Source: an optimization exercise on an open RTL-to-GDS flow (aim: small area and a short achievable clock period). Production flows keep margins and buffers that such runs may drop. RTL that was checked went through simulation tests only; none was proved equivalent to the original. For runs 2 to 7, only the layout was checked, not whether the RTL still works. No activity file was given, so power comes from the tool's default toggle rates.

==> design/flow/config.mk <==
export PLATFORM = sky130hd
export DESIGN_NAME = alu
export DESIGN_NICKNAME = alu
export VERILOG_FILES = /design/flow/design.v
export SDC_FILE = /design/flow/constraint.sdc
export NUM_CORES = 4
export LEC_CHECK = 0
export ABC_AREA = 1
export CAP_MARGIN = 20
export CORE_MARGIN = 2
export CORE_UTILIZATION = 40
export SLEW_MARGIN = 20
==> design/flow/constraint.sdc <==
create_clock -name core_clock -period 4.6 [get_ports {clk}]
set_input_delay 0.9200 -clock core_clock [delete_from_list [all_inputs] [get_ports {clk}]]
set_output_delay 0.9200 -clock core_clock [all_outputs]
set_load 0.01 [all_outputs]
==> design/flow/design.v <==
module alu(
  input   wire  [63:0]    in1       ,
  input   wire  [63:0]    in2       ,
  input   wire  [2:0]     op        ,
  input   wire            in_valid  ,
  output  wire            in_ready  ,
  output  reg   [63:0]    res       ,
  output  reg             out_valid ,
  input   wire            out_ready ,
  input   wire            clk       ,
  input   wire            rstn      
);
  wire sub   = ~op[2] & ~op[1] & op[0];
  wire addop = ~op[2] & ~op[1];
  wire [63:0] b = in2 ^ {64{sub}};
  wire [63:0] p = in1 ^ b;    
  wire [63:0] g = in1 & b;    
  wire        cin = sub;
  wire [63:0] c;              
  wire bg0_1 = g[1] | (p[1] & g[0]);
  wire bp0_1 = p[1] & p[0];
  wire bg0_2 = g[2] | (p[2] & bg0_1);
  wire bp0_2 = p[2] & bp0_1;
  wire bg0_3 = g[3] | (p[3] & bg0_2);
  wire bp0_3 = p[3] & bp0_2;
  wire bg1_1 = g[5] | (p[5] & g[4]);
  wire bp1_1 = p[5] & p[4];
  wire bg1_2 = g[6] | (p[6] & bg1_1);
  wire bp1_2 = p[6] & bp1_1;
  wire bg1_3 = g[7] | (p[7] & bg1_2);
  wire bp1_3 = p[7] & bp1_2;
  wire bg2_1 = g[9] | (p[9] & g[8]);
  wire bp2_1 = p[9] & p[8];
  wire bg2_2 = g[10] | (p[10] & bg2_1);
  wire bp2_2 = p[10] & bp2_1;
  wire bg2_3 = g[11] | (p[11] & bg2_2);
  wire bp2_3 = p[11] & bp2_2;
  wire bg3_1 = g[13] | (p[13] & g[12]);
  wire bp3_1 = p[13] & p[12];
  wire bg3_2 = g[14] | (p[14] & bg3_1);
  wire bp3_2 = p[14] & bp3_1;
  wire bg3_3 = g[15] | (p[15] & bg3_2);
  wire bp3_3 = p[15] & bp3_2;
  wire bg4_1 = g[17] | (p[17] & g[16]);
  wire bp4_1 = p[17] & p[16];
  wire bg4_2 = g[18] | (p[18] & bg4_1);
  wire bp4_2 = p[18] & bp4_1;
  wire bg4_3 = g[19] | (p[19] & bg4_2);
  wire bp4_3 = p[19] & bp4_2;
  wire bg5_1 = g[21] | (p[21] & g[20]);
  wire bp5_1 = p[21] & p[20];
  wire bg5_2 = g[22] | (p[22] & bg5_1);
  wire bp5_2 = p[22] & bp5_1;
  wire bg5_3 = g[23] | (p[23] & bg5_2);
  wire bp5_3 = p[23] & bp5_2;
  wire bg6_1 = g[25] | (p[25] & g[24]);
  wire bp6_1 = p[25] & p[24];
  wire bg6_2 = g[26] | (p[26] & bg6_1);
  wire bp6_2 = p[26] & bp6_1;
  wire bg6_3 = g[27] | (p[27] & bg6_2);
  wire bp6_3 = p[27] & bp6_2;
  wire bg7_1 = g[29] | (p[29] & g[28]);
  wire bp7_1 = p[29] & p[28];
  wire bg7_2 = g[30] | (p[30] & bg7_1);
  wire bp7_2 = p[30] & bp7_1;
  wire bg7_3 = g[31] | (p[31] & bg7_2);
  wire bp7_3 = p[31] & bp7_2;
  wire bg8_1 = g[33] | (p[33] & g[32]);
  wire bp8_1 = p[33] & p[32];
  wire bg8_2 = g[34] | (p[34] & bg8_1);
  wire bp8_2 = p[34] & bp8_1;
  wire bg8_3 = g[35] | (p[35] & bg8_2);
  wire bp8_3 = p[35] & bp8_2;
  wire bg9_1 = g[37] | (p[37] & g[36]);
  wire bp9_1 = p[37] & p[36];
  wire bg9_2 = g[38] | (p[38] & bg9_1);
  wire bp9_2 = p[38] & bp9_1;
  wire bg9_3 = g[39] | (p[39] & bg9_2);
  wire bp9_3 = p[39] & bp9_2;
  wire bg10_1 = g[41] | (p[41] & g[40]);
  wire bp10_1 = p[41] & p[40];
  wire bg10_2 = g[42] | (p[42] & bg10_1);
  wire bp10_2 = p[42] & bp10_1;
  wire bg10_3 = g[43] | (p[43] & bg10_2);
  wire bp10_3 = p[43] & bp10_2;
  wire bg11_1 = g[45] | (p[45] & g[44]);
  wire bp11_1 = p[45] & p[44];
  wire bg11_2 = g[46] | (p[46] & bg11_1);
  wire bp11_2 = p[46] & bp11_1;
  wire bg11_3 = g[47] | (p[47] & bg11_2);
  wire bp11_3 = p[47] & bp11_2;
  wire bg12_1 = g[49] | (p[49] & g[48]);
  wire bp12_1 = p[49] & p[48];
  wire bg12_2 = g[50] | (p[50] & bg12_1);
  wire bp12_2 = p[50] & bp12_1;
  wire bg12_3 = g[51] | (p[51] & bg12_2);
  wire bp12_3 = p[51] & bp12_2;
  wire bg13_1 = g[53] | (p[53] & g[52]);
  wire bp13_1 = p[53] & p[52];
  wire bg13_2 = g[54] | (p[54] & bg13_1);
  wire bp13_2 = p[54] & bp13_1;
  wire bg13_3 = g[55] | (p[55] & bg13_2);
  wire bp13_3 = p[55] & bp13_2;
  wire bg14_1 = g[57] | (p[57] & g[56]);
  wire bp14_1 = p[57] & p[56];
  wire bg14_2 = g[58] | (p[58] & bg14_1);
  wire bp14_2 = p[58] & bp14_1;
  wire bg14_3 = g[59] | (p[59] & bg14_2);
  wire bp14_3 = p[59] & bp14_2;
  wire bg15_1 = g[61] | (p[61] & g[60]);
  wire bp15_1 = p[61] & p[60];
  wire bg15_2 = g[62] | (p[62] & bg15_1);
  wire bp15_2 = p[62] & bp15_1;
  wire bg15_3 = g[63] | (p[63] & bg15_2);
  wire bp15_3 = p[63] & bp15_2;
  wire G0_1 = bg0_3 | (bp0_3 & cin);
  wire G0_3 = bg2_3 | (bp2_3 & bg1_3);
  wire P0_3 = bp2_3 & bp1_3;
  wire G0_5 = bg4_3 | (bp4_3 & bg3_3);
  wire P0_5 = bp4_3 & bp3_3;
  wire G0_7 = bg6_3 | (bp6_3 & bg5_3);
  wire P0_7 = bp6_3 & bp5_3;
  wire G0_9 = bg8_3 | (bp8_3 & bg7_3);
  wire P0_9 = bp8_3 & bp7_3;
  wire G0_11 = bg10_3 | (bp10_3 & bg9_3);
  wire P0_11 = bp10_3 & bp9_3;
  wire G0_13 = bg12_3 | (bp12_3 & bg11_3);
  wire P0_13 = bp12_3 & bp11_3;
  wire G0_15 = bg14_3 | (bp14_3 & bg13_3);
  wire P0_15 = bp14_3 & bp13_3;
  wire G1_2 = bg1_3 | (bp1_3 & G0_1);
  wire G1_3 = G0_3 | (P0_3 & G0_1);
  wire G1_6 = bg5_3 | (bp5_3 & G0_5);
  wire P1_6 = bp5_3 & P0_5;
  wire G1_7 = G0_7 | (P0_7 & G0_5);
  wire P1_7 = P0_7 & P0_5;
  wire G1_10 = bg9_3 | (bp9_3 & G0_9);
  wire P1_10 = bp9_3 & P0_9;
  wire G1_11 = G0_11 | (P0_11 & G0_9);
  wire P1_11 = P0_11 & P0_9;
  wire G1_14 = bg13_3 | (bp13_3 & G0_13);
  wire P1_14 = bp13_3 & P0_13;
  wire G1_15 = G0_15 | (P0_15 & G0_13);
  wire P1_15 = P0_15 & P0_13;
  wire G2_4 = bg3_3 | (bp3_3 & G1_3);
  wire G2_5 = G0_5 | (P0_5 & G1_3);
  wire G2_6 = G1_6 | (P1_6 & G1_3);
  wire G2_7 = G1_7 | (P1_7 & G1_3);
  wire G2_12 = bg11_3 | (bp11_3 & G1_11);
  wire P2_12 = bp11_3 & P1_11;
  wire G2_13 = G0_13 | (P0_13 & G1_11);
  wire P2_13 = P0_13 & P1_11;
  wire G2_14 = G1_14 | (P1_14 & G1_11);
  wire P2_14 = P1_14 & P1_11;
  wire G2_15 = G1_15 | (P1_15 & G1_11);
  wire P2_15 = P1_15 & P1_11;
  wire G3_8 = bg7_3 | (bp7_3 & G2_7);
  wire G3_9 = G0_9 | (P0_9 & G2_7);
  wire G3_10 = G1_10 | (P1_10 & G2_7);
  wire G3_11 = G1_11 | (P1_11 & G2_7);
  wire G3_12 = G2_12 | (P2_12 & G2_7);
  wire G3_13 = G2_13 | (P2_13 & G2_7);
  wire G3_14 = G2_14 | (P2_14 & G2_7);
  wire G3_15 = G2_15 | (P2_15 & G2_7);
  wire G4_16 = bg15_3 | (bp15_3 & G3_15);
  assign c[0] = cin;
  assign c[1] = g[0] | (p[0] & c[0]);
  assign c[2] = g[1] | (p[1] & c[1]);
  assign c[3] = g[2] | (p[2] & c[2]);
  assign c[4] = G0_1;
  assign c[5] = g[4] | (p[4] & c[4]);
  assign c[6] = g[5] | (p[5] & c[5]);
  assign c[7] = g[6] | (p[6] & c[6]);
  assign c[8] = G1_2;
  assign c[9] = g[8] | (p[8] & c[8]);
  assign c[10] = g[9] | (p[9] & c[9]);
  assign c[11] = g[10] | (p[10] & c[10]);
  assign c[12] = G1_3;
  assign c[13] = g[12] | (p[12] & c[12]);
  assign c[14] = g[13] | (p[13] & c[13]);
  assign c[15] = g[14] | (p[14] & c[14]);
  assign c[16] = G2_4;
  assign c[17] = g[16] | (p[16] & c[16]);
  assign c[18] = g[17] | (p[17] & c[17]);
  assign c[19] = g[18] | (p[18] & c[18]);
  assign c[20] = G2_5;
  assign c[21] = g[20] | (p[20] & c[20]);
  assign c[22] = g[21] | (p[21] & c[21]);
  assign c[23] = g[22] | (p[22] & c[22]);
  assign c[24] = G2_6;
  assign c[25] = g[24] | (p[24] & c[24]);
  assign c[26] = g[25] | (p[25] & c[25]);
  assign c[27] = g[26] | (p[26] & c[26]);
  assign c[28] = G2_7;
  assign c[29] = g[28] | (p[28] & c[28]);
  assign c[30] = g[29] | (p[29] & c[29]);
  assign c[31] = g[30] | (p[30] & c[30]);
  assign c[32] = G3_8;
  assign c[33] = g[32] | (p[32] & c[32]);
  assign c[34] = g[33] | (p[33] & c[33]);
  assign c[35] = g[34] | (p[34] & c[34]);
  assign c[36] = G3_9;
  assign c[37] = g[36] | (p[36] & c[36]);
  assign c[38] = g[37] | (p[37] & c[37]);
  assign c[39] = g[38] | (p[38] & c[38]);
  assign c[40] = G3_10;
  assign c[41] = g[40] | (p[40] & c[40]);
  assign c[42] = g[41] | (p[41] & c[41]);
  assign c[43] = g[42] | (p[42] & c[42]);
  assign c[44] = G3_11;
  assign c[45] = g[44] | (p[44] & c[44]);
  assign c[46] = g[45] | (p[45] & c[45]);
  assign c[47] = g[46] | (p[46] & c[46]);
  assign c[48] = G3_12;
  assign c[49] = g[48] | (p[48] & c[48]);
  assign c[50] = g[49] | (p[49] & c[49]);
  assign c[51] = g[50] | (p[50] & c[50]);
  assign c[52] = G3_13;
  assign c[53] = g[52] | (p[52] & c[52]);
  assign c[54] = g[53] | (p[53] & c[53]);
  assign c[55] = g[54] | (p[54] & c[54]);
  assign c[56] = G3_14;
  assign c[57] = g[56] | (p[56] & c[56]);
  assign c[58] = g[57] | (p[57] & c[57]);
  assign c[59] = g[58] | (p[58] & c[58]);
  assign c[60] = G3_15;
  assign c[61] = g[60] | (p[60] & c[60]);
  assign c[62] = g[61] | (p[61] & c[61]);
  assign c[63] = g[62] | (p[62] & c[62]);
  wire [63:0] result = op[2] ? ({64{op[1]}} & (g | ({64{op[0]}} & p)))
                             : (p ^ (c & {64{addop}}));
  assign in_ready = ~(out_valid & ~out_ready);
  always @(posedge clk) begin
    if (in_ready)
      res <= result;
  end
  always @(posedge clk) begin
    out_valid <= rstn & (in_valid | ~in_ready);
  end
endmodule
==> design/flow/flow/run.sh <==
#!/bin/bash
# Layout flow: the standard ORFS flow (standard.sh, with the standard
# synthesis unchanged), except that the port buffers that global placement
# puts on every input and output are sky130_fd_sc_hd__buf_1 instead of the
# delay buffer buffer_ports picks by default. Every port still gets its own
# buffer. The make output goes to standard.log in the work folder; ORFS keeps
# each step's log under orfs/logs/.
set -euo pipefail
bash standard.sh "BUFFER_PORTS_ARGS=-buffer_cell sky130_fd_sc_hd__buf_1" finish > standard.log 2>&1
==> design/flow/standard.sh <==
#!/bin/bash
# synth_recipe.tcl (not shown) runs the flow's synth.tcl, then flattens the netlist and writes it again
# the make line also repeats each setting of config.mk as NAME=value (left out here)
make -C /OpenROAD-flow-scripts/flow DESIGN_CONFIG=/design/flow/config.mk WORK_HOME=/design/flow/orfs CLKGATE_MAP_FILE= SYNTH_SCRIPT=/design/flow/synth_recipe.tcl "${@:-finish}"
==> results of run 1 <==
[synth_stat cells, drive strengths merged]
| cell type | instances | share of area |
|---|---|---|
| o22ai | 45 | 0.044 |
| nand3 | 42 | 0.036 |
| xor2 | 65 | 0.089 |
| o32ai | 3 | 0.0041 |
| o21ai | 33 | 0.029 |
| or2 | 4 | 0.0039 |
| edfxtp | 64 | 0.30 |
| nor3 | 5 | 0.0039 |
| o2bb2ai | 1 | 0.0014 |
| nand4 | 14 | 0.014 |
| a21o | 1 | 0.0012 |
| o211ai | 1 | 0.0012 |
| dfxtp | 1 | 0.0031 |
| nor2 | 69 | 0.041 |
| a21oi | 81 | 0.064 |
| nand3b | 1 | 0.0012 |
| clkbuf | 18 | 0.011 |
| inv | 70 | 0.041 |
| buf | 16 | 0.013 |
| o21bai | 4 | 0.0047 |
| and2 | 1 | 0.00097 |
| a21boi | 1 | 0.0012 |
| nor3b | 1 | 0.0019 |
| ha | 64 | 0.12 |
| nand2 | 281 | 0.17 |
[worst max path at each step]
stage | slack [ns] | cells past startpoint | end | start
3_5_place_dp | 0.53 | 25 | res[55] | op[2]
6_report | 0.88 | 25 | res[55] | op[2]
2_1_floorplan | 0.60 | 23 | res[15] | op[2]
5_1_grt | 0.56 | 24 | res[63] | op[2]
3_3_place_gp | 0.56 | 25 | res[59] | op[2]
4_1_cts | 0.88 | 25 | res[55] | op[2]
[cell families after synthesis]
family	after synthesis	synth area share
simple gates	418	0.270
buf+inv	104	0.0648
flops	65	0.302
xor+xnor	65	0.0886
compound gates	170	0.150
fa+ha+maj	64	0.125
[power groups by stage]
stage	Combinational [mW]	Sequential [mW]	Clock (mW)
3_3_place_gp	0.786	0.803	0
6_report	0.790	0.790	0.757
4_1_cts	0.794	0.791	0.770
2_1_floorplan	0.503	0.851	0
5_1_grt	0.899	0.798	0.797
3_5_place_dp	0.789	0.801	0
[layer usage]
metal  vias up  wire, um
met4         0       303
met3        19      1080
met2       209      8210
met5         -         0
met1      2812      8410
li1       3383         -
[final cells by class]
class,instances,area share
clock buffers,15,0.0385
clock inverters,1,0.00388
inverters,70,0.0343
multi-input cells,717,0.527
flip-flops and latches,65,0.251
well taps,216,0.0349
repair buffers,210,0.110
[through the flow]
stage          hold WS, ns  area [um^2]  power [mW]   util  worst slack, ns
6_report             0.802         7740        2.34  0.491            0.877
4_1_cts              0.790         7740        2.35  0.491            0.876
3_3_place_gp         0.859         7410        1.59  0.470            0.562
3_5_place_dp         0.863         7410        1.59  0.470            0.531
5_1_grt              0.804         7740        2.49  0.491            0.560
2_1_floorplan         1.06         6430        1.35      -            0.599
[cell usage in the layout (no fill, tap or decap), types with 2 or more instances in the layout]
cell,netlist,final
or2_1,3,3
ha_1,64,64
edfxtp_1,64,64
xor2_1,65,65
o21ai_2,5,5
nor2_1,68,68
buf_12,0,2
buf_1,4,199
o21ai_1,8,8
inv_1,67,67
nand4_1,14,14
buf_4,1,8
o32ai_1,3,3
nand3_2,2,2
o21bai_1,4,4
a21oi_1,80,80
nor3_1,5,5
o22ai_1,45,45
clkbuf_16,0,9
o21ai_0,20,20
clkbuf_8,0,5
inv_2,2,2
nand3_1,39,39
nand2_4,2,3
nand2_1,277,275
nand2_2,2,3
[sequential cells by signal (all words and copies together), names as in the netlist]
name and cells:
res 64, out_valid 1
[tightest hold or removal path, stage by stage]
cell	delay, ns
buf_1	0.07
inv_1	0.04
a21boi_0	0.06
==> notes.md, run 1 <==
Worst slew margin relative to its limit: 0.518
Cell chosen for the clock root: clkbuf_16
Number of nets in the final layout: 1272
HPWL after detailed placement: 12900 um
Critical Setup Path Class: in -> reg
Cell internal pwr: 1.56 mW
GR peak layer: met2
Fraction of the yosys area taken by sequential cells: 0.302
Total core area: 15800 um^2
Highest net fanout along the worst path: 35
Peak VDD IR: 174 uV
Detail-routed via count per cell: 4.96
Total net switching power: 0.780 mW
Fraction of power consumed by the clock network: 0.324
Number of antenna repair diodes: 0
Net Count, Synth: 1085
Overflow left after global routing: 0
Largest buffer count on any clock path: 2
Vias in the first global route: 5648
FF-to-FF setup slack: 3.00 ns
Start of the worst register-to-register path: out_valid
Count of distinct cell types in the synthesized netlist: 39
Post-Place Cells: 1278
Worst-case hold path end point: out_valid
Area used by multi-input combinational logic: 4080 um^2
Relative contribution of combinational cells to total power: 0.338
Number of maximum-capacitance constraint violations: 0
Die height: 131 um
Average size of a mapped cell: 7.26 um^2
Starting density of the core: 0.408
Launch instance of the worst min-delay path: in_valid
First-pass GRT wire length: 27600 um
Number of detailed-route iterations in the first pass: 5
Reg-to-Reg End: res[62]
Pin count of the biggest net entering global routing: 58
Hold bufs inserted after CTS: 0
Post-synthesis cell count: 886
R2R depth: 2
Worst clock skew on the final layout: 0.00354 ns
Final period util: 0.809
Maximum single-stage delay on the critical path: 0.31 ns
Total detailed-routing wirelength: 18000 um
FP Rows: 46
Post-Layout Cell Count: 1294
CTS buffer count: 9
Sequential power share: 0.338
Number of antenna violations at the first check in global routing: 0
CTS HTree Levels: 3
Run status: finished clean
Fraction of met1 tracks used by global routing: 0.283
Required time worst endpoint: 4.69 ns
Storage element area: 1940 um^2
Highest clock frequency the design can meet: 269 MHz
Arrival time at the worst endpoint: 3.81 ns
Die Footprint: 17100 um^2
Areal power density over the cells: 302 nW/um^2
Max-slew violation total from the final report: 0
Net switching share of the total power: 0.334
Total via count in the routed design: 6423
Slew at the pin closest to its max-slew limit: 0.722 ns
Floorplan die width: 131 um
Met2 global-route usage: 0.337
1st-iter DRT viols: 372
Number of primary I/O pins: 201
Critical path's top delay family: simple AND/OR/NAND/NOR gates
Kind of end point of the critical path: flop
Post-CTS clock slew at the launch and capture registers of the worst setup and hold paths: 0.06 ns
Source-to-sink clock delay at the later pin of the worst-skew pair: 0.33 ns
Total setup buffers inserted after CTS: 0
Sum of negative setup slack: 0 ns
Clock tree from TritonCTS: yes
Ratio of cells with drive above 1 in the final layout: 0.0436
Most frequent cell on the critical path: nand2_1
Hold WC Path Type: in -> reg
Leak Pwr: 3.63 nW
Critical path's slowest cell: ha_1
Cell area after technology mapping: 6430 um^2
Number of warnings issued by yosys: 1
CP Launch Type: primary input
Number of cells on the worst hold path: 3
Met3 demand-to-capacity share in global routing: 0.0309
Hold violation total from the final report: 0
Post-cts gate resize count: 0
Post-route minimum period: 3.72 ns
Synthesized flop and latch total: 65
All-layer global routing usage: 0.207
Mean routed wirelength per cell: 13.9 um
Area growth syn-to-layout: 20.4%
Post-detailed-route DRC marker count: 0
Port-buffer cells: 200
FILL cells: 1622
Crit path buf inv count: 3
Remaining number of nets flagged by the antenna check after routing: 0
RSZ-0062 raised after global routing: false
Setup violators final: 0
Clock Sinks: 65
RD Place Congestion: 0.845
==> inputs of run 2 (changes only) <==
--- a/design/flow/design.v
+++ b/design/flow/design.v
@@ -11,8 +11,7 @@
   input   wire            rstn      
 );
   wire sub   = ~op[2] & ~op[1] & op[0];
-  wire addop = ~op[2] & ~op[1];
-  wire [63:0] b = in2 ^ {64{sub}};
+  wire [63:0] b = in2 ^ {64{op[0]}};
   wire [63:0] p = in1 ^ b;    
   wire [63:0] g = in1 & b;    
   wire        cin = sub;
@@ -227,8 +226,8 @@
   assign c[61] = g[60] | (p[60] & c[60]);
   assign c[62] = g[61] | (p[61] & c[61]);
   assign c[63] = g[62] | (p[62] & c[62]);
-  wire [63:0] result = op[2] ? ({64{op[1]}} & (g | ({64{op[0]}} & p)))
-                             : (p ^ (c & {64{addop}}));
+  wire [63:0] result = op[2] ? ({64{op[1]}} & (op[0] ? (in1 | in2) : (in1 & in2)))
+                             : (op[1] ? (in1 ^ in2) : (p ^ c));
   assign in_ready = ~(out_valid & ~out_ready);
   always @(posedge clk) begin
     if (in_ready)
==> notes.md, run 2 <==
Number of primary I/O pins: 201 (unchanged)
CTS buffer count: 9 (unchanged)
Max-slew violation total from the final report: 0 (unchanged)
Total net switching power: 0.995 mW (+28%)
Number of detailed-route iterations in the first pass: 5 (unchanged)
Total via count in the routed design: 8370 (+30%)
Sum of negative setup slack: 0 ns (unchanged)
CTS HTree Levels: 3 (unchanged)
Cell internal pwr: 1.75 mW (+13%)
Most used standard cells in the synthesized netlist: inv_1, ha_1, nand2_1
Areal power density over the cells: 234 nW/um^2 (-23%)
Detail Route met3 WL: 976 um (-9.6%)
Leading cell types in the layout, fill and taps excluded: inv_1, buf_1, ha_1
Die Footprint: 25000 um^2 (+46%)
Post-route minimum period: 4.39 ns (+0.662 ns)
Pin count of the biggest net entering global routing: 87 (+50%)
Reg-to-Reg End: res[32]
Total setup buffers inserted after CTS: 0 (unchanged)
R2R depth: 2 (unchanged)
Total detailed-routing wirelength: 24400 um (+35%)
Worst clock skew on the final layout: 0.00526 ns (+0.00172 ns)
Slew at the pin closest to its max-slew limit: 0.892 ns (+0.170 ns)
Hold violation total from the final report: 0 (unchanged)
Relative contribution of combinational cells to total power: 0.447 (+0.109)
Net switching share of the total power: 0.362 (+0.0283)
Number of synthesized flops with an enable pin: 64 (unchanged)
Fraction of the yosys area taken by sequential cells: 0.204 (-0.0976)
Worst Hold Margin: 0.790 ns (-0.0123 ns)
Mean routed wirelength per cell: 14.2 um (+2.3%)
Top-area cell type share of the netlist area: 0.248 (-0.0513)
Cell chosen for the clock root: clkbuf_16
Run status: finished clean
Final core utilization: 0.502 (+0.0116)
Wire length on met2: 11300 um (+37%)
Wire length on met1: 11800 um (+40%)
FILL cells: 2329 (+44%)
Detail-routed via count per cell: 4.89 (-1.6%)
FP Rows: 56 (+22%)
HPWL after detailed placement: 18400 um (+42%)
Registers with the highest flip-flop counts: res (64), out_valid (1)
Port-buffer cells: 200 (unchanged)
Number of nets in the final layout: 1760 (+38%)
Yosys top cell by area: ha_1
Post-cts gate resize count: 0 (unchanged)
1st-iter DRT viols: 350 (-5.9%)
Cell area after technology mapping: 9500 um^2 (+48%)
Number of maximum-capacitance constraint violations: 0 (unchanged)
Number of antenna repair diodes: 0 (unchanged)
Kind of end point of the critical path: flop
Sequential power share: 0.287 (-0.051)
Peak VDD IR: 192 uV (+10%)
Fraction of power consumed by the clock network: 0.267 (-0.057)
CP Launch Type: primary input
Leak Pwr: 5.70 nW (+57%)
Source-to-sink clock delay at the later pin of the worst-skew pair: 0.35 ns (+0.02 ns)
Number of cells on the worst hold path: 2 (-1)
RSZ-0062 raised after global routing: false
Critical Setup Path Class: in -> reg
Worst slew margin relative to its limit: 0.404 (-0.114)
Total core area: 23400 um^2 (+48%)
Arrival time at the worst endpoint: 4.45 ns (+0.64 ns)
Ratio of cells with drive above 1 in the final layout: 0.117 (+0.0733)
Starting density of the core: 0.406 (-0.00185)
Most common cell after layout, fill and taps aside: inv_1
Number of antenna violations at the first check in global routing: 0 (unchanged)
Post-synthesis cell count: 1125 (+27%)
Synthesized flop and latch total: 65 (unchanged)
Hold WC Path Type: reg -> reg
First-pass GRT wire length: 38000 um (+38%)
Remaining number of nets flagged by the antenna check after routing: 0 (unchanged)
Setup violators final: 0 (unchanged)
Share of flip-flops with an asynchronous set or reset: 0 (unchanged)
Synth top area cells: ha_1, edfxtp_1, fa_1, inv_1, nand2_1
RD Place Congestion: 0.805 (-4.8%)
Register name with the most flops: res
Most used flip-flop cell after synthesis: edfxtp_1
Post-CTS clock slew at the launch and capture registers of the worst setup and hold paths: 0.06 ns (about the same)
Average size of a mapped cell: 8.44 um^2 (+16%)
Start of the worst register-to-register path: out_valid
All-layer global routing usage: 0.194 (-0.0131)
Most numerous cell in the Yosys netlist: inv_1
Flip-flop count of the largest register after layout: 64 (unchanged)
Count of distinct cell types in the synthesized netlist: 40 (+2.6%)
FF-to-FF setup slack: 3.11 ns (+0.11 ns)
Final period util: 0.953 (+0.144)
Largest buffer count on any clock path: 2 (unchanged)
Highest clock frequency the design can meet: 228 MHz (-15%)
Area growth syn-to-layout: 23.8%
Launch instance of the worst min-delay path: out_valid
Highest net fanout along the worst path: 20 (-43%)
Floorplan die width: 158 um (+21%)
Clock tree from TritonCTS: yes
Die height: 158 um (+21%)
Hold bufs inserted after CTS: 0 (unchanged)
Overflow left after global routing: 0 (unchanged)
Post-detailed-route DRC marker count: 0 (unchanged)
Clock Sinks: 65 (unchanged)
Worst-case hold path end point: out_valid
Net Count, Synth: 1496 (+38%)
Number of warnings issued by yosys: 1 (unchanged)
Vias in the first global route: 7692 (+36%)
Top layer reached by signal wires: met4
Required time worst endpoint: 4.67 ns (-0.02 ns)
==> run 2: changes by cell type after synthesis, sizes merged, moves of 38 or more <==
cell / before / now
nand2: 281 / 154
o21ai: 33 / 105
xnor2: 0 / 62
ha: 64 / 188
o31ai: 0 / 40
xor2: 65 / 19
fa: 0 / 48
o22ai: 45 / 7
inv: 70 / 207
==> run 2: cells by family after synthesis <==
kind of cell	after synthesis	share of synthesized area
buffers and inverters	260	0.108
flip-flops	65	0.204
XOR/XNOR	81	0.0747
AO/OA/AOI/OAI	243	0.155
AND/OR/NAND/NOR	240	0.110
adder cells (fa/ha/maj)	236	0.349
==> run 2: stage by stage <==
step | total power [mW] | instances | setup slack (ns) | cell area (um^2)
2_1_floorplan | 1.57 | 1125 | 0.000734 | 9580
3_3_place_gp | 2.00 | 1695 | -0.171 | 11300
3_5_place_dp | 2.02 | 1695 | -0.242 | 11300
4_1_cts | 2.77 | 1711 | 0.119 | 11600
5_1_grt | 2.98 | 1713 | 0.00473 | 11800
6_report | 2.75 | 1713 | 0.215 | 11800
==> run 2: power by group through the flow <==
stage / logic [mW] / registers (mW) / clock network (mW)
after floorplan: 0.721 / 0.849 / 0
after global placement: 1.20 / 0.801 / 0
after detailed placement: 1.22 / 0.801 / 0
after CTS: 1.23 / 0.789 / 0.757
after global routing: 1.41 / 0.798 / 0.771
final: 1.23 / 0.788 / 0.733
==> run 2: cell type report <==
type | instances | area, um^2 | share of cell area
repair buffers | 306 | 1660 | 0.141
clock buffers | 13 | 260 | 0.0221
well taps | 319 | 399 | 0.0340
clock inverters | 3 | 40.0 | 0.00341
inverters | 207 | 781 | 0.0664
flip-flops and latches | 65 | 1940 | 0.165
multi-input cells | 800 | 6670 | 0.568
==> run 2: how the worst max path moves through the flow <==
stage | from | end | slack (ns)
6_report | op[0] | res[63] | 0.21
5_1_grt | op[0] | res[63] | 0.005
4_1_cts | op[0] | res[63] | 0.12
3_3_place_gp | op[0] | res[63] | -0.17
2_1_floorplan | op[0] | res[63] | 0.0007
3_5_place_dp | op[0] | res[63] | -0.24
==> run 2: per-layer routing <==
metal | GRT usage | vias to the layer above
met5 | 0 | -
met3 | 0.0271 | 25
met1 | 0.264 | 3894
li1 | - | 4253
met2 | 0.322 | 198
met4 | 0.0519 | 0
==> run 2: worst max-delay path: stages <==
cell      delay [ns]
buf_8           0.14
buf_16          0.18
xnor2_1         0.26
inv_1           0.07
ha_1            0.32
nand4_1         0.16
nor2_1          0.19
nand2_1         0.11
nor3_1          0.23
a21oi_2         0.11
fa_2            0.37
fa_2            0.37
fa_1            0.41
xor2_1          0.18
xnor2_1         0.15
nand2_1         0.06
o211ai_1        0.10
o31ai_1         0.09
==> inputs of run 3 (changes only) <==
--- a/design/flow/design.v
+++ b/design/flow/design.v
@@ -10,8 +10,11 @@
   input   wire            clk       ,
   input   wire            rstn      
 );
-  wire sub   = ~op[2] & ~op[1] & op[0];
-  wire [63:0] b = in2 ^ {64{op[0]}};
+  wire sub   = op[0] & ~op[1];
+  wire addop = ~op[2] & ~op[1];          
+  wire andor = op[2] & op[1];            
+  wire keepp = ~op[2] | (op[1] & op[0]);  
+  wire [63:0] b = in2 ^ {64{sub}};
   wire [63:0] p = in1 ^ b;    
   wire [63:0] g = in1 & b;    
   wire        cin = sub;
@@ -226,8 +229,7 @@
   assign c[61] = g[60] | (p[60] & c[60]);
   assign c[62] = g[61] | (p[61] & c[61]);
   assign c[63] = g[62] | (p[62] & c[62]);
-  wire [63:0] result = op[2] ? ({64{op[1]}} & (op[0] ? (in1 | in2) : (in1 & in2)))
-                             : (op[1] ? (in1 ^ in2) : (p ^ c));
+  wire [63:0] result = (p & {64{keepp}}) ^ ((c & {64{addop}}) | (g & {64{andor}}));
   assign in_ready = ~(out_valid & ~out_ready);
   always @(posedge clk) begin
     if (in_ready)
==> notes.md, run 3 <==
Run status: finished clean
Post-cts gate resize count: 0 (unchanged)
Most used flip-flop cell after synthesis: edfxtp_1
Average size of a mapped cell: 7.56 um^2 (-10%)
Post-CTS clock slew at the launch and capture registers of the worst setup and hold paths: 0.05 ns (about the same)
Remaining number of nets flagged by the antenna check after routing: 0 (unchanged)
Worst slew margin relative to its limit: 0.362 (-0.0415)
Number of nets in the final layout: 1235 (-30%)
Top-area cell type share of the netlist area: 0.301 (+0.0531)
Number of antenna repair diodes: 0 (unchanged)
Post-synthesis cell count: 845 (-25%)
Peak VDD IR: 160 uV (-17%)
Hold bufs inserted after CTS: 0 (unchanged)
Mean routed wirelength per cell: 13.8 um (-3.1%)
First-pass GRT wire length: 26900 um (-29%)
Post-detailed-route DRC marker count: 0 (unchanged)
Post-route minimum period: 3.52 ns (-0.865 ns)
Number of warnings issued by yosys: 1 (unchanged)
Total detailed-routing wirelength: 17300 um (-29%)
Most numerous cell in the Yosys netlist: nand2_1
Most used standard cells in the synthesized netlist: nand2_1, xor2_1, inv_1
HPWL after detailed placement: 12600 um (-31%)
Largest buffer count on any clock path: 2 (unchanged)
Arrival time at the worst endpoint: 3.60 ns (-0.85 ns)
Registers with the highest flip-flop counts: res (64), out_valid (1)
Die Footprint: 17000 um^2 (-32%)
Setup violators final: 0 (unchanged)
All-layer global routing usage: 0.203 (+0.00977)
Hold WC Path Type: in -> reg
Die height: 130 um (-18%)
Synth top area cells: edfxtp_1, nand2_1, xor2_1, ha_1, inv_1
Highest net fanout along the worst path: 27 (+35%)
Max-slew violation total from the final report: 0 (unchanged)
Overflow left after global routing: 0 (unchanged)
Sum of negative setup slack: 0 ns (unchanged)
RSZ-0062 raised after global routing: false
Count of distinct cell types in the synthesized netlist: 37 (-7.5%)
RD Place Congestion: 0.855 (+6.2%)
Most common cell after layout, fill and taps aside: nand2_1
Detail-routed via count per cell: 4.78 (-2.2%)
Total setup buffers inserted after CTS: 0 (unchanged)
Net Count, Synth: 1044 (-30%)
Cell chosen for the clock root: clkbuf_16
Final period util: 0.765 (-0.188)
Area growth syn-to-layout: 19.7%
Number of synthesized flops with an enable pin: 64 (unchanged)
Worst clock skew on the final layout: 0.00500 ns (-0.000259 ns)
Port-buffer cells: 200 (unchanged)
Total via count in the routed design: 6006 (-28%)
1st-iter DRT viols: 283 (-19%)
Number of maximum-capacitance constraint violations: 0 (unchanged)
Slew at the pin closest to its max-slew limit: 0.955 ns (+0.0634 ns)
CP Launch Type: primary input
Clock Sinks: 65 (unchanged)
CTS buffer count: 9 (unchanged)
Leading cell types in the layout, fill and taps excluded: nand2_1, buf_1, xor2_1
Critical Setup Path Class: in -> reg
Leak Pwr: 3.61 nW (-37%)
Total core area: 15800 um^2 (-33%)
Number of primary I/O pins: 201 (unchanged)
Design area: 7650 um^2 (-35%)
Ratio of cells with drive above 1 in the final layout: 0.0413 (-0.0756)
Areal power density over the cells: 311 nW/um^2 (+33%)
Register name with the most flops: res
Source-to-sink clock delay at the later pin of the worst-skew pair: 0.33 ns (-0.02 ns)
Clock tree from TritonCTS: yes
Flip-flop count of the largest register after layout: 64 (unchanged)
Vias in the first global route: 5542 (-28%)
Share of flip-flops with an asynchronous set or reset: 0 (unchanged)
Placed instance area: 7370 um^2 (-35%)
Number of antenna violations at the first check in global routing: 0 (unchanged)
Cell area after technology mapping: 6390 um^2 (-33%)
Pin count of the biggest net entering global routing: 66 (-24%)
Yosys top cell by area: edfxtp_1
Hold violation total from the final report: 0 (unchanged)
Synthesized flop and latch total: 65 (unchanged)
Number of detailed-route iterations in the first pass: 5 (unchanged)
Kind of end point of the critical path: flop
Fraction of the yosys area taken by sequential cells: 0.304 (+0.0995)
Starting density of the core: 0.405 (-0.000686)
Highest clock frequency the design can meet: 284 MHz (+25%)
Required time worst endpoint: 4.68 ns (about the same)
FP Rows: 46 (-18%)
CTS HTree Levels: 3 (unchanged)
Floorplan die width: 130 um (-18%)
-- run 3: cell types whose count changed after synthesis, moves of 13 or more --
cell / delta
a22oi_1: +17
xor2_1: +86
nor2_1: +13
ha_1: -124
xnor2_1: -54
nand3_1: +13
o31ai_1: -40
o21ai_0: -83
nand2_1: +116
o211ai_1: -28
inv_1: -106
fa_1: -48
a21oi_1: -15
clkbuf_1: -16
-- run 3: cells by family (layout without fill, tap and decap cells) --
kind of cell / Yosys count / after routing / synth area share
xor+xnor: 113 / 113 / 0.155
fa+ha+maj: 64 / 64 / 0.125
flops: 65 / 65 / 0.304
buf+inv: 129 / 325 / 0.0785
simple gates: 382 / 382 / 0.250
compound gates: 92 / 92 / 0.0873
-- run 3: path summary, 6_finish.rpt --
kind	slack (ns)	endpoint	start	cells past startpoint
max	1.08	res[31]	op[1]	17
min	0.81	out_valid	rstn	2
max reg2reg	3.05	res[52]	out_valid	2
min reg2reg	1.14	res[11]	out_valid	2
-- run 3: critical path: stages --
cell and delay (ns):
buf_1 0.16, nor2_4 0.17, buf_4 0.41, xor2_1 0.19, ha_1 0.27, a21oi_1 0.17, o21ai_0 0.09, nor2_1 0.12
nand2_1 0.11, nand2_1 0.12, nand3_4 0.14, a21oi_1 0.16, nor2_1 0.07, a21boi_1 0.20, nor2_1 0.07, o21bai_1 0.12
nand2_1 0.07
-- run 3: routing by layer --
metal / global-route usage / part of all wire / vias to the layer above
met5: 0 / 0 / -
li1: - / - / 3132
met4: 0.0751 / 0.020 / 0
met3: 0.0269 / 0.051 / 23
met2: 0.347 / 0.47 / 175
met1: 0.265 / 0.46 / 2676
-- run 3: layout make-up --
class,instances,area [um^2]
inverter,102,383
tap,216,270
sequential,65,1940
clock inverter,1,5.00
clock buffer,15,268
multi-input combinational,651,3960
timing repair buffer,207,816
fill,1643,8120
-- run 3: power by group --
| group | internal (mW) | total (mW) | switching [mW] |
|---|---|---|---|
| Combinational | 0.323 | 0.872 | 0.549 |
| Clock | 0.395 | 0.653 | 0.258 |
| Sequential | 0.812 | 0.851 | 0.0397 |
| Total | 1.53 | 2.38 | 0.846 |
-- run 3: stage by stage --
stage / instances / hold WS (ns) / utilization / worst slack (ns) / total power [mW]
after floorplan: 845 / 1.06 / - / 1.05 / 1.46
after global placement: 1241 / 1.14 / 0.468 / 0.773 / 1.73
after detailed placement: 1241 / 1.16 / 0.468 / 0.716 / 1.73
after CTS: 1257 / 0.800 / 0.485 / 1.06 / 2.40
after global routing: 1257 / 0.807 / 0.485 / 0.715 / 2.55
final: 1257 / 0.815 / 0.485 / 1.08 / 2.38
==> inputs of run 4 (changes only) <==
--- a/design/flow/config.mk
+++ b/design/flow/config.mk
@@ -9,4 +9,5 @@
 export CAP_MARGIN = 20
 export CORE_MARGIN = 2
 export CORE_UTILIZATION = 40
+export CTS_BUF_LIST = sky130_fd_sc_hd__clkbuf_4
 export SLEW_MARGIN = 20
==> notes.md, run 4 <==
Hold bufs inserted after CTS: 0 (unchanged)
Post-detailed-route DRC marker count: 0 (unchanged)
Total setup buffers inserted after CTS: 0 (unchanged)
Critical Setup Path Class: in -> reg
Count of distinct cell types in the synthesized netlist: 37 (unchanged)
Xor and xnor area share after synthesis: 0.155 (unchanged)
Number of warnings issued by yosys: 1 (unchanged)
Launch point of the worst path: op[1]
Overflow left after global routing: 0 (unchanged)
Cell area after technology mapping: 6390 um^2 (unchanged)
Mean routed wirelength per cell: 13.7 um (-0.48%)
Number of antenna violations at the first check in global routing: 1 (+1)
Post-synthesis cell count: 845 (unchanged)
CP Launch Type: primary input
First-pass GRT wire length: 27000 um (+0.16%)
Worst Hold Margin: 0.707 ns (-0.107 ns)
CTS buffer count: 9 (unchanged)
Net Count, Synth: 1044 (unchanged)
Share of flip-flops with an asynchronous set or reset: 0 (unchanged)
Vias in the first global route: 5547 (+0.090%)
Die height: 130 um (unchanged)
Hold WC Path Type: in -> reg
Number of maximum-capacitance constraint violations: 0 (unchanged)
Flip-flop count of the largest register after layout: 64 (unchanged)
Design area: 7490 um^2 (-2.1%)
Area growth syn-to-layout: 17.2%
Total via count in the routed design: 5997 (-0.15%)
Run status: finished clean
Number of cells on the worst hold path: 2 (unchanged)
Synthesized-area fraction occupied by adder cells: 0.125 (unchanged)
Post-cts gate resize count: 0 (unchanged)
Peak VDD IR: 136 uV (-15%)
All-layer global routing usage: 0.204 (+0.000865)
Required time worst endpoint: 4.79 ns (+0.11 ns)
Number of synthesized flops with an enable pin: 64 (unchanged)
Hold violation total from the final report: 0 (unchanged)
Worst clock skew on the final layout: 0.00916 ns (+0.00416 ns)
FP Rows: 46 (unchanged)
Launch instance of the worst min-delay path: rstn
Post-CTS clock slew at the launch and capture registers of the worst setup and hold paths: 0.11 ns (+0.06 ns)
FF-to-FF setup slack: 3.05 ns (about the same)
Clock Sinks: 65 (unchanged)
Max-slew violation total from the final report: 0 (unchanged)
Most common cell after layout, fill and taps aside: nand2_1
Most used standard cells in the synthesized netlist: nand2_1, xor2_1, inv_1
Area fraction in and, or, nand and nor cells after synthesis: 0.250 (unchanged)
Worst slew margin relative to its limit: 0.343 (-0.0193)
Average size of a mapped cell: 7.56 um^2 (unchanged)
Highest net fanout along the worst path: 27 (unchanged)
Pin count of the biggest net entering global routing: 66 (unchanged)
Fraction of the yosys area taken by sequential cells: 0.304 (unchanged)
Largest buffer count on any clock path: 2 (unchanged)
Final period util: 0.741 (-0.0243)
Floorplan die width: 130 um (unchanged)
CTS HTree Levels: 3 (unchanged)
Worst-case hold path end point: out_valid
Total core area: 15800 um^2 (unchanged)
Number of primary I/O pins: 201 (unchanged)
Synthesized flop and latch total: 65 (unchanged)
Sum of negative setup slack: 0 ns (unchanged)
RSZ-0062 raised after global routing: false
Slew at the pin closest to its max-slew limit: 0.984 ns (+0.0289 ns)
Most numerous cell in the Yosys netlist: nand2_1
Synth top area cells: edfxtp_1, nand2_1, xor2_1, ha_1, inv_1
Combinational family with the most area after synthesis: simple AND/OR/NAND/NOR gates
Number of nets in the final layout: 1235 (unchanged)
Cell chosen for the clock root: clkbuf_4
Placed instance area: 7370 um^2 (unchanged)
Top-area cell type share of the netlist area: 0.301 (unchanged)
HPWL after detailed placement: 12600 um (unchanged)
Setup violators final: 0 (unchanged)
Kind of end point of the critical path: flop
Register name with the most flops: res
Port-buffer cells: 200 (unchanged)
Number of detailed-route iterations in the first pass: 5 (unchanged)
Registers with the highest flip-flop counts: res (64), out_valid (1)
Yosys top cell by area: edfxtp_1
Leading cell types in the layout, fill and taps excluded: nand2_1, buf_1, xor2_1
1st-iter DRT viols: 274 (-3.2%)
Start of the worst register-to-register path: out_valid
Remaining number of nets flagged by the antenna check after routing: 0 (unchanged)
R2R depth: 2 (unchanged)
Post-route minimum period: 3.41 ns (-0.112 ns)
Clock tree from TritonCTS: yes
Reg-to-Reg End: res[52]
Multiplexer share of the synthesized area: 0 (unchanged)
Die Footprint: 17000 um^2 (unchanged)
Synth Area in Compound Gates: 0.0873 (unchanged)
Most used flip-flop cell after synthesis: edfxtp_1
Leak Pwr: 3.55 nW (-1.9%)
Starting density of the core: 0.405 (unchanged)
Arrival time at the worst endpoint: 3.60 ns (about the same)
Total detailed-routing wirelength: 17300 um (-0.40%)
Ratio of cells with drive above 1 in the final layout: 0.0432 (+0.00192)
Detail-routed via count per cell: 4.77 (-0.23%)
RD Place Congestion: 0.855 (unchanged)
Areal power density over the cells: 277 nW/um^2 (-11%)
Source-to-sink clock delay at the later pin of the worst-skew pair: 0.43 ns (+0.10 ns)
Highest clock frequency the design can meet: 293 MHz (+3.3%)
-- run 4: cell counts after synthesis --
Identical to the previous run, type by type.
-- run 4: per-stage QoR --
step                      power, mW   util  worst slack (ns)  std cells
after floorplan                1.46      -              1.05        845
after CTS                      2.10  0.475              1.20       1257
after global routing           2.25  0.475             0.857       1258
after detailed placement       1.73  0.468             0.716       1241
final                          2.08  0.475              1.19       1258
after global placement         1.73  0.468             0.773       1241
-- run 4: report_power, final --
group          switching [mW]  leakage (nW)  internal, mW
clock network           0.226        0.0669         0.132
registers              0.0395         0.700         0.809
logic                   0.548          2.78         0.323
-- run 4: cell type report --
type | count | area [um^2]
fillers | 1655 | 8280
multi-input cells | 651 | 3960
flip-flops and latches | 65 | 1940
repair buffers | 207 | 816
inverters | 102 | 383
well taps | 216 | 270
clock buffers | 13 | 97.6
clock inverters | 3 | 12.5
diodes | 1 | 2.50
-- run 4: routing by layer --
layer | track usage | up-vias | part of all wire | wire [um]
met5 | 0 | - | 0 | 0
met4 | 0.0751 | 0 | 0.020 | 340
met3 | 0.0273 | 23 | 0.052 | 900
met2 | 0.349 | 164 | 0.47 | 8090
met1 | 0.266 | 2681 | 0.46 | 7940
li1 | - | 3129 | - | -
-- run 4: cell families after synthesis --
group	count (synthesis)
AND/OR/NAND/NOR	382
buffers and inverters	129
XOR/XNOR	113
AO/OA/AOI/OAI	92
flip-flops	65
adder cells (fa/ha/maj)	64
-- run 4: critical path, stage by stage --
cell and delay [ns]:
buf_1 0.16, nor2_4 0.17, buf_4 0.41, xor2_1 0.19, ha_1 0.29, nand3_1 0.11, nand3_1 0.07, nand2_1 0.06
nand2_1 0.07, nand2_1 0.08, inv_1 0.04, nor2_1 0.16, nand3_4 0.16, a21oi_1 0.16, nor2_1 0.07, a21boi_1 0.20
nor2_1 0.07, o21bai_1 0.12, nand2_1 0.07
-- run 4: worst max path at each step --
stage               to  slack (ns)  cells after the start
6_report       res[31]        1.19                     19
5_1_grt        res[31]        0.86                     17
4_1_cts        res[31]        1.20                     17
3_5_place_dp   res[31]        0.72                     17
3_3_place_gp   res[59]        0.77                     20
2_1_floorplan  res[30]        1.05                     17
==> inputs of run 5 (changes only) <==
--- a/design/flow/config.mk
+++ b/design/flow/config.mk
@@ -10,4 +10,5 @@
 export CORE_MARGIN = 2
 export CORE_UTILIZATION = 40
 export CTS_BUF_LIST = sky130_fd_sc_hd__clkbuf_4
+export SETUP_SLACK_MARGIN = 1.0
 export SLEW_MARGIN = 20
==> notes.md, run 5 <==
Area used by multi-input combinational logic: 3960 um^2 (unchanged)
Slew at the pin closest to its max-slew limit: 0.978 ns (-0.00670 ns)
Count of distinct cell types in the synthesized netlist: 37 (unchanged)
Flip-flop count of the largest register after layout: 64 (unchanged)
Worst clock skew on the final layout: 0.0104 ns (+0.00122 ns)
RD Place Congestion: 0.855 (unchanged)
Most used standard cells in the synthesized netlist: nand2_1, xor2_1, inv_1
Clock Sinks: 65 (unchanged)
Clock tree from TritonCTS: yes
Cell chosen for the clock root: clkbuf_4
Hold violation total from the final report: 0 (unchanged)
Highest net fanout along the worst path: 39 (+44%)
Total detailed-routing wirelength: 17300 um (+0.23%)
Yosys top cell by area: edfxtp_1
FP Rows: 46 (unchanged)
Sum of negative setup slack: 0 ns (unchanged)
FF-to-FF setup slack: 3.04 ns (about the same)
Pin count of the biggest net entering global routing: 66 (unchanged)
Ratio of cells with drive above 1 in the final layout: 0.0432 (unchanged)
Top-area cell type share of the netlist area: 0.301 (unchanged)
CTS buffer count: 9 (unchanged)
Critical path's slowest cell: buf_12
Die Footprint: 17000 um^2 (unchanged)
Synthesized flop and latch total: 65 (unchanged)
Peak VDD IR: 136 uV (about the same)
Total core area: 15800 um^2 (unchanged)
Number of warnings issued by yosys: 1 (unchanged)
Kind of end point of the critical path: flop
Number of antenna violations at the first check in global routing: 1 (unchanged)
Post-route minimum period: 3.38 ns (-0.0251 ns)
Starting density of the core: 0.405 (unchanged)
Post-detailed-route DRC marker count: 0 (unchanged)
All-layer global routing usage: 0.204 (unchanged)
Areal power density over the cells: 277 nW/um^2 (about the same)
Total design power: 2.08 mW (+0.16%)
Launch point of the worst path: op[1]
Total via count in the routed design: 6006 (+0.15%)
Overflow left after global routing: 0 (unchanged)
R2R depth: 2 (unchanged)
Post-synthesis cell count: 845 (unchanged)
Setup violators final: 0 (unchanged)
Leak Pwr: 3.55 nW (+0.10%)
Reg-to-Reg End: res[52]
Most numerous cell in the Yosys netlist: nand2_1
Final period util: 0.735 (-0.00546)
Cell area after technology mapping: 6390 um^2 (unchanged)
Number of nets in the final layout: 1235 (unchanged)
Worst path setup slack after routing: 1.22 ns (+0.0251 ns)
Register name with the most flops: res
1st-iter DRT viols: 307 (+12%)
CTS HTree Levels: 3 (unchanged)
Synth top area cells: edfxtp_1, nand2_1, xor2_1, ha_1, inv_1
RSZ-0062 raised after global routing: false
Mean routed wirelength per cell: 13.8 um (+0.23%)
Remaining number of nets flagged by the antenna check after routing: 0 (unchanged)
Storage element area: 1940 um^2 (unchanged)
FILL cells: 1652 (-0.18%)
Area growth syn-to-layout: 17.4%
First-pass GRT wire length: 27000 um (unchanged)
Floorplan die width: 130 um (unchanged)
Capture point of the critical path: res[31]
Number of synthesized flops with an enable pin: 64 (unchanged)
Start of the worst register-to-register path: out_valid
Worst setup timing slack at the placement stage: 0.716 ns (unchanged)
Number of detailed-route iterations in the first pass: 5 (unchanged)
Leading cell types in the layout, fill and taps excluded: nand2_1, buf_1, xor2_1
Required time worst endpoint: 4.79 ns (about the same)
Share of flip-flops with an asynchronous set or reset: 0 (unchanged)
Fraction of the yosys area taken by sequential cells: 0.304 (unchanged)
Arrival time at the worst endpoint: 3.57 ns (-0.03 ns)
Detail-routed via count per cell: 4.77 (+0.15%)
Most common cell after layout, fill and taps aside: nand2_1
Net Count, Synth: 1044 (unchanged)
Run status: finished clean
Most used flip-flop cell after synthesis: edfxtp_1
Die height: 130 um (unchanged)
Largest buffer count on any clock path: 2 (unchanged)
Critical Setup Path Class: in -> reg
Worst slew margin relative to its limit: 0.348 (+0.00447)
Post-CTS clock slew at the launch and capture registers of the worst setup and hold paths: 0.11 ns (about the same)
Number of primary I/O pins: 201 (unchanged)
Hold WC Path Type: in -> reg
CP Launch Type: primary input
Maximum single-stage delay on the critical path: 0.28 ns (-0.13 ns)
Average size of a mapped cell: 7.56 um^2 (unchanged)
HPWL after detailed placement: 12600 um (unchanged)
Vias in the first global route: 5547 (unchanged)
Critical-path cell list: buf_1 -> nor2_4 -> buf_12 -> xor2_1 -> ha_1 -> a21oi_1 -> a21oi_2 -> nor2_2 -> nand2_4 -> nand2_2 -> nand3_4 -> a21oi_1 -> nor2_1 -> a21boi_1 -> nor2_1 -> o21bai_1 -> nand2_1
Max-slew violation total from the final report: 0 (unchanged)
Number of maximum-capacitance constraint violations: 0 (unchanged)
Total setup buffers inserted after CTS: 0 (unchanged)
Highest clock frequency the design can meet: 296 MHz (+0.74%)
Port-buffer cells: 200 (unchanged)
Source-to-sink clock delay at the later pin of the worst-skew pair: 0.43 ns (about the same)
Registers with the highest flip-flop counts: res (64), out_valid (1)
==> run 5: cell counts after synthesis <==
No cell type changed its count.
==> run 5: cells by family (layout without fill, tap and decap cells) <==
logic type | count (synthesis) | in the layout | synth area share
buffers and inverters | 129 | 325 | 0.0785
and+or+nand+nor | 382 | 382 | 0.250
AOI/OAI and AO/OA | 92 | 92 | 0.0873
xor gates and xnor gates | 113 | 113 | 0.155
DFF | 65 | 65 | 0.304
other | 0 | 1 | 0
adders and majority gates | 64 | 64 | 0.125
==> run 5: repair_timing <==
| action | 4_1_cts | 5_1_grt |
|---|---|---|
| endpoints found under the setup margin | 0 | 20 |
| hold buffers | 0 | 0 |
| gates resized for setup | 0 | 4 |
==> run 5: final cells by class <==
cell class,instances,share of cell area
Antenna cell,1,0.000334
Clock buffer,13,0.0130
Clock inverter,3,0.00167
Inverter,102,0.0511
Multi-Input combinational cell,651,0.528
Sequential cell,65,0.259
Tap cell,216,0.0360
Timing Repair Buffer,207,0.110
==> run 5: metrics by stage <==
step,area (um^2),cells,hold slack [ns],utilization
CTS,7480,1257,0.660,0.475
floorplan,6390,845,1.06,-
global route,7500,1258,0.675,0.475
global placement,7370,1241,1.14,0.468
finish,7500,1258,0.707,0.475
detailed placement,7370,1241,1.16,0.468
==> run 5: metal layers <==
metal | up-vias | share of wire | track usage
met5 | - | 0 | 0
met4 | 0 | 0.019 | 0.0751
met3 | 21 | 0.050 | 0.0273
met2 | 175 | 0.47 | 0.349
met1 | 2678 | 0.46 | 0.266
li1 | 3132 | - | -
==> run 5: where the power goes <==
part / internal [mW] / switching (mW) / leakage [nW]
Clock: 0.132 / 0.227 / 0.0669
Combinational: 0.324 / 0.549 / 2.78
Sequential: 0.809 / 0.0396 / 0.700
==> run 5: worst min-delay path by stage <==
stage              from        end  slack (ns)  cells after the start
3_5_place_dp       rstn  out_valid        1.16                      2
6_report           rstn  out_valid        0.71                      2
4_1_cts            rstn  out_valid        0.66                      2
5_1_grt            rstn  out_valid        0.67                      2
3_3_place_gp   in_valid  out_valid        1.14                      3
2_1_floorplan  in_valid  out_valid        1.06                      2
==> run 5: worst max-delay path: cells and delay by family <==
| kind | cells | cell delay, ns |
|---|---|---|
| compound gates | 5 | 0.82 |
| xor+xnor | 1 | 0.20 |
| fa+ha+maj | 1 | 0.28 |
| buf+inv | 2 | 0.44 |
| simple gates | 8 | 0.86 |
==> inputs of run 6 (changes only) <==
--- a/design/flow/config.mk
+++ b/design/flow/config.mk
@@ -10,5 +10,5 @@
 export CORE_MARGIN = 2
 export CORE_UTILIZATION = 40
 export CTS_BUF_LIST = sky130_fd_sc_hd__clkbuf_4
-export SETUP_SLACK_MARGIN = 1.0
+export SETUP_SLACK_MARGIN = 1.4
 export SLEW_MARGIN = 20
==> notes.md, run 6 <==
Post-detailed-route DRC marker count: 0 (unchanged)
CP Launch Type: primary input
Xor and xnor area share after synthesis: 0.155 (unchanged)
Die Footprint: 17000 um^2 (unchanged)
Count of distinct cell types in the synthesized netlist: 37 (unchanged)
HPWL after detailed placement: 12500 um (-0.76%)
Design area: 8270 um^2 (+10%)
Max-slew violation total from the final report: 0 (unchanged)
FF-to-FF setup slack: 2.97 ns (-0.07 ns)
Average size of a mapped cell: 7.56 um^2 (unchanged)
Detail Route met3 WL: 1250 um (+43%)
Post-route minimum period: 3.31 ns (-0.0725 ns)
Cell chosen for the clock root: clkbuf_4
Ratio of cells with drive above 1 in the final layout: 0.150 (+0.107)
Floorplan die width: 130 um (unchanged)
Combinational family with the most area after synthesis: simple AND/OR/NAND/NOR gates
Hold bufs inserted after CTS: 0 (unchanged)
Source-to-sink clock delay at the later pin of the worst-skew pair: 0.46 ns (+0.03 ns)
Area growth syn-to-layout: 29.5%
Setup violators final: 0 (unchanged)
Number of cells on the worst hold path: 2 (unchanged)
Net Count, Synth: 1044 (unchanged)
Worst path setup slack after routing: 1.29 ns (+0.0725 ns)
Required time worst endpoint: 4.83 ns (+0.04 ns)
Worst setup timing slack at the placement stage: 0.787 ns (+0.0714 ns)
CTS buffer count: 9 (unchanged)
Vias in the first global route: 5579 (+0.58%)
Worst clock skew on the final layout: 0.00981 ns (-0.000560 ns)
Arrival time at the worst endpoint: 3.54 ns (-0.03 ns)
Placed instance area: 7390 um^2 (+0.25%)
Areal power density over the cells: 267 nW/um^2 (-3.9%)
Most used flip-flop cell after synthesis: edfxtp_1
Most used standard cells in the synthesized netlist: nand2_1, xor2_1, inv_1
Relative contribution of combinational cells to total power: 0.457 (+0.037)
Overflow left after global routing: 0 (unchanged)
Number of warnings issued by yosys: 1 (unchanged)
Reg-to-Reg End: res[49]
Total design power: 2.21 mW (+6.0%)
Share of flip-flops with an asynchronous set or reset: 0 (unchanged)
Synthesized-area fraction occupied by adder cells: 0.125 (unchanged)
Total net switching power: 0.876 mW (+7.5%)
Number of maximum-capacitance constraint violations: 0 (unchanged)
Slew at the pin closest to its max-slew limit: 0.713 ns (-0.264 ns)
Number of detailed-route iterations in the first pass: 5 (unchanged)
Most common cell after layout, fill and taps aside: nand2_1
Synth top area cells: edfxtp_1, nand2_1, xor2_1, ha_1, inv_1
Highest clock frequency the design can meet: 302 MHz (+2.2%)
Wire length on met2: 8880 um (+9.5%)
Remaining number of nets flagged by the antenna check after routing: 0 (unchanged)
Multiplexer share of the synthesized area: 0 (unchanged)
FP Rows: 46 (unchanged)
Yosys top cell by area: edfxtp_1
Final period util: 0.720 (-0.0158)
Hold WC Path Type: in -> reg
Flip-flop count of the largest register after layout: 64 (unchanged)
Fraction of the yosys area taken by sequential cells: 0.304 (unchanged)
Worst-case hold path end point: out_valid
Clock tree from TritonCTS: yes
Post-Place Cells: 1242 (+0.081%)
All-layer global routing usage: 0.211 (+0.00705)
Leak Pwr: 3.82 nW (+7.6%)
Wire length on met1: 8730 um (+9.0%)
CTS HTree Levels: 3 (unchanged)
Total detailed-routing wirelength: 19300 um (+11%)
Post-Layout Cell Count: 1291 (+2.6%)
Port-buffer cells: 200 (unchanged)
Highest net fanout along the worst path: 6 (-85%)
Starting density of the core: 0.405 (unchanged)
Synth Area in Compound Gates: 0.0873 (unchanged)
Most numerous cell in the Yosys netlist: nand2_1
Peak VDD IR: 114 uV (-16%)
Number of antenna violations at the first check in global routing: 1 (unchanged)
Critical Setup Path Class: in -> reg
Total core area: 15800 um^2 (unchanged)
Die height: 130 um (unchanged)
Run status: finished clean
Largest buffer count on any clock path: 2 (unchanged)
Sum of negative setup slack: 0 ns (unchanged)
R2R depth: 2 (unchanged)
Post-CTS clock slew at the launch and capture registers of the worst setup and hold paths: 0.11 ns (about the same)
Leading cell types in the layout, fill and taps excluded: nand2_1, buf_1, xor2_1
Hold violation total from the final report: 0 (unchanged)
Mean routed wirelength per cell: 14.9 um (+8.6%)
Launch instance of the worst min-delay path: rstn
Registers with the highest flip-flop counts: res (64), out_valid (1)
Launch point of the worst path: op[1]
RD Place Congestion: 0.809 (-5.3%)
Net switching share of the total power: 0.397 (+0.00532)
Top-area cell type share of the netlist area: 0.301 (unchanged)
Post-synthesis cell count: 845 (unchanged)
Start of the worst register-to-register path: out_valid
Kind of end point of the critical path: flop
Fraction of power consumed by the clock network: 0.158 (-0.014)
Number of nets in the final layout: 1270 (+2.8%)
First-pass GRT wire length: 27500 um (+1.9%)
Worst slew margin relative to its limit: 0.523 (+0.176)
Register name with the most flops: res
Area fraction in and, or, nand and nor cells after synthesis: 0.250 (unchanged)
Number of primary I/O pins: 201 (unchanged)
1st-iter DRT viols: 384 (+25%)
Cell area after technology mapping: 6390 um^2 (unchanged)
Cell internal pwr: 1.33 mW (+5.1%)
Clock Sinks: 65 (unchanged)
Top layer reached by signal wires: met4
Detail-routed via count per cell: 4.89 (+2.5%)
Number of synthesized flops with an enable pin: 64 (unchanged)
Total via count in the routed design: 6319 (+5.2%)
RSZ-0062 raised after global routing: true
Sequential power share: 0.385 (-0.023)
Pin count of the biggest net entering global routing: 57 (-14%)
Synthesized flop and latch total: 65 (unchanged)
-- run 6: cell counts after synthesis --
Identical to the previous run, type by type.
-- run 6: cell type report --
| class | count | area, um^2 |
|---|---|---|
| diodes | 1 | 2.50 |
| clock buffers | 12 | 90.1 |
| clock inverters | 2 | 7.51 |
| fillers | 1598 | 7500 |
| inverters | 102 | 388 |
| multi-input cells | 651 | 4270 |
| flip-flops and latches | 65 | 1940 |
| well taps | 216 | 270 |
| repair buffers | 242 | 1300 |
-- run 6: timing repair --
action,4_1_cts,5_1_grt
endpoints found under the hold margin,0,0
buffers inserted,6,21
gates cloned,3,4
endpoints found under the setup margin,18,46
resized for setup,8,108
pin swaps,4,86
-- run 6: logic make-up (layout without fill, tap and decap cells) --
logic type / Yosys count / count (layout)
compound gates: 92 / 92
xor+xnor: 113 / 113
fa+ha+maj: 64 / 64
buf+inv: 129 / 358
flops: 65 / 65
other cells: 0 / 1
simple gates: 382 / 382
-- run 6: power groups by stage --
stage          Combinational, mW  Clock [mW]  Sequential (mW)
3_3_place_gp               0.867           0            0.865
3_5_place_dp               0.871           0            0.862
6_report                    1.01       0.349            0.850
2_1_floorplan              0.540           0            0.925
5_1_grt                     1.12       0.380            0.862
4_1_cts                    0.896       0.365            0.851
-- run 6: how the worst max path moves through the flow --
stage / endpoint / cells after the start / slack, ns
global route: res[27] / 22 / 1.12
floorplan: res[42] / 23 / 1.38
global placement: res[30] / 19 / 0.87
CTS: res[55] / 22 / 1.40
finish: res[23] / 23 / 1.29
detailed placement: res[59] / 21 / 0.79
-- run 6: metal layers --
metal,up-vias,global-route usage
li1,3204,-
met1,2863,0.291
met2,223,0.335
met3,29,0.0305
met4,0,0.0876
met5,-,0
-- run 6: critical path: stages --
cell	delay, ns
buf_8	0.11
nor2_4	0.19
buf_6	0.16
clkbuf_16	0.16
xor2_1	0.15
ha_1	0.30
nand2_1	0.11
nand2_1	0.07
nand2_2	0.08
a21oi_2	0.06
nor2_2	0.15
nand2_4	0.11
buf_4	0.16
nand2_1	0.05
nand3_1	0.13
a21oi_2	0.15
nor2_1	0.07
nand2_1	0.10
o21ai_1	0.07
nand2_1	0.09
nand2_1	0.05
nand2_1	0.05
nand2_1	0.05
-- run 6: through the flow --
stage / hold WS [ns] / util
after floorplan: 1.06 / -
after global placement: 0.734 / 0.469
after detailed placement: 0.752 / 0.469
after CTS: 0.634 / 0.486
after global routing: 0.669 / 0.525
final: 0.671 / 0.525
==> inputs of run 7 (changes only) <==
--- a/design/flow/config.mk
+++ b/design/flow/config.mk
@@ -8,7 +8,5 @@
 export ABC_AREA = 1
 export CAP_MARGIN = 20
 export CORE_MARGIN = 2
-export CORE_UTILIZATION = 40
-export CTS_BUF_LIST = sky130_fd_sc_hd__clkbuf_4
-export SETUP_SLACK_MARGIN = 1.4
+export CORE_UTILIZATION = 60
 export SLEW_MARGIN = 20
==> notes.md, run 7 <==
Run status: finished clean
R2R depth: 2 (unchanged)
All-layer global routing usage: 0.277 (+0.0661)
Hold bufs inserted after CTS: 0 (unchanged)
Final period util: 0.764 (+0.0444)
FILL cells: 890 (-44%)
Die Footprint: 11500 um^2 (-32%)
Most used standard cells in the synthesized netlist: nand2_1, xor2_1, inv_1
Leading cell types in the layout, fill and taps excluded: nand2_1, buf_1, xor2_1
Most common cell after layout, fill and taps aside: nand2_1
Storage element area: 1940 um^2 (unchanged)
Total detailed-routing wirelength: 15600 um (-19%)
Most numerous cell in the Yosys netlist: nand2_1
RSZ-0062 raised after global routing: false
Required time worst endpoint: 4.69 ns (-0.14 ns)
Count of distinct cell types in the synthesized netlist: 37 (unchanged)
Port-buffer cells: 200 (unchanged)
Number of cells on the worst hold path: 2 (unchanged)
Total setup buffers inserted after CTS: 0 (-6)
Most used flip-flop cell after synthesis: edfxtp_1
Crit path buf inv count: 2 (-2)
Synth top area cells: edfxtp_1, nand2_1, xor2_1, ha_1, inv_1
Critical-path cell list: buf_1 -> nor2_4 -> buf_12 -> xor2_1 -> ha_1 -> a21oi_1 -> o21ai_0 -> nor2_1 -> nand2_1 -> nand2_1 -> nand3_4 -> nand2_1 -> nand2_1 -> nand2_1 -> nand2_1 -> nand2_1 -> nand2_1 -> nand2_1 -> nand2_1 -> xor2_1
Number of antenna violations at the first check in global routing: 0 (-1)
Post-route minimum period: 3.51 ns (+0.204 ns)
Worst slew margin relative to its limit: 0.368 (-0.155)
Post-detailed-route DRC marker count: 0 (unchanged)
Post-synthesis cell count: 845 (unchanged)
Registers with the highest flip-flop counts: res (64), out_valid (1)
Top-area cell type share of the netlist area: 0.301 (unchanged)
Clock Sinks: 65 (unchanged)
Total core area: 10300 um^2 (-35%)
Slew at the pin closest to its max-slew limit: 0.947 ns (+0.234 ns)
Source-to-sink clock delay at the later pin of the worst-skew pair: 0.35 ns (-0.11 ns)
1st-iter DRT viols: 317 (-17%)
CTS HTree Levels: 3 (unchanged)
Post-cts gate resize count: 0 (-8)
Highest net fanout along the worst path: 66 (+60)
Starting density of the core: 0.619 (+0.214)
Number of nets in the final layout: 1234 (-2.8%)
Post-CTS clock slew at the launch and capture registers of the worst setup and hold paths: 0.07 ns (-0.04 ns)
FF-to-FF setup slack: 2.97 ns (about the same)
Register name with the most flops: res
Critical path's slowest cell: buf_12
Peak VDD IR: 154 uV (+36%)
Kind of end point of the critical path: flop
Worst Hold Margin: 0.795 ns (+0.124 ns)
Reg-to-Reg End: res[6]
Ratio of cells with drive above 1 in the final layout: 0.0376 (-0.112)
[run 7: worst max path at each step]
| stage | slack [ns] | cells past startpoint | startpoint | to |
|---|---|---|---|---|
| 2_1_floorplan | 1.05 | 17 | op[0] | res[30] |
| 6_report | 1.09 | 20 | op[1] | res[34] |
| 3_3_place_gp | 0.85 | 18 | op[1] | res[30] |
| 5_1_grt | 0.86 | 20 | op[1] | res[55] |
| 4_1_cts | 1.15 | 17 | op[1] | res[31] |
| 3_5_place_dp | 0.79 | 16 | op[1] | res[30] |
[run 7: layer usage]
metal	share of wire	vias to the layer above	wire (um)	GRT usage
met5	0	-	0	0
met4	0.015	0	242	0.0891
met3	0.067	20	1050	0.0407
met2	0.47	229	7280	0.471
met1	0.45	2654	7050	0.364
li1	-	3123	-	-
[run 7: cell families (layout without fill, tap and decap cells)]
group,after synthesis,count (layout),synth area share
AOI/OAI and AO/OA,92,92,0.0873
xor gates and xnor gates,113,113,0.155
adders and majority gates,64,64,0.125
buffers and inverters,129,322,0.0785
DFF,65,65,0.304
and+or+nand+nor,382,382,0.250
[run 7: power breakdown]
group | switching, mW | leakage, nW | internal (mW) | total, mW
clock network | 0.220 | 0.0714 | 0.187 | 0.407
registers | 0.0395 | 0.700 | 0.810 | 0.850
logic | 0.537 | 2.77 | 0.322 | 0.859
[run 7: worst register-to-register path, delay by kind of cell, from the launching register on]
kind	cells	cell delay, ns
simple gates	1	0.28
buf+inv	1	0.61
flops	1	0.33
[run 7: stage by stage]
step	cells	setup WS [ns]	util	instance area, um^2
2_1_floorplan	845	1.05	-	6390
3_3_place_gp	1160	0.853	0.704	7270
3_5_place_dp	1160	0.792	0.704	7270
4_1_cts	1174	1.15	0.718	7410
5_1_grt	1174	0.865	0.718	7410
6_report	1174	1.09	0.718	7410
[run 7: cell type report]
type / count / area share
Clock buffer: 12 / 0.0182
Clock inverter: 2 / 0.00101
Inverter: 102 / 0.0517
Multi-Input combinational cell: 651 / 0.535
Sequential cell: 65 / 0.262
Tap cell: 136 / 0.0230
Timing Repair Buffer: 206 / 0.109

Re-timed with assumed drivers on the ports (clkbuf_16 on the clock, buf_2 on other inputs), run 7 has 1.101 ns of setup slack against 1.085 ns with ideal ports, and 0.725 ns once port delays also move by the mid clock arrival of 0.377 ns.
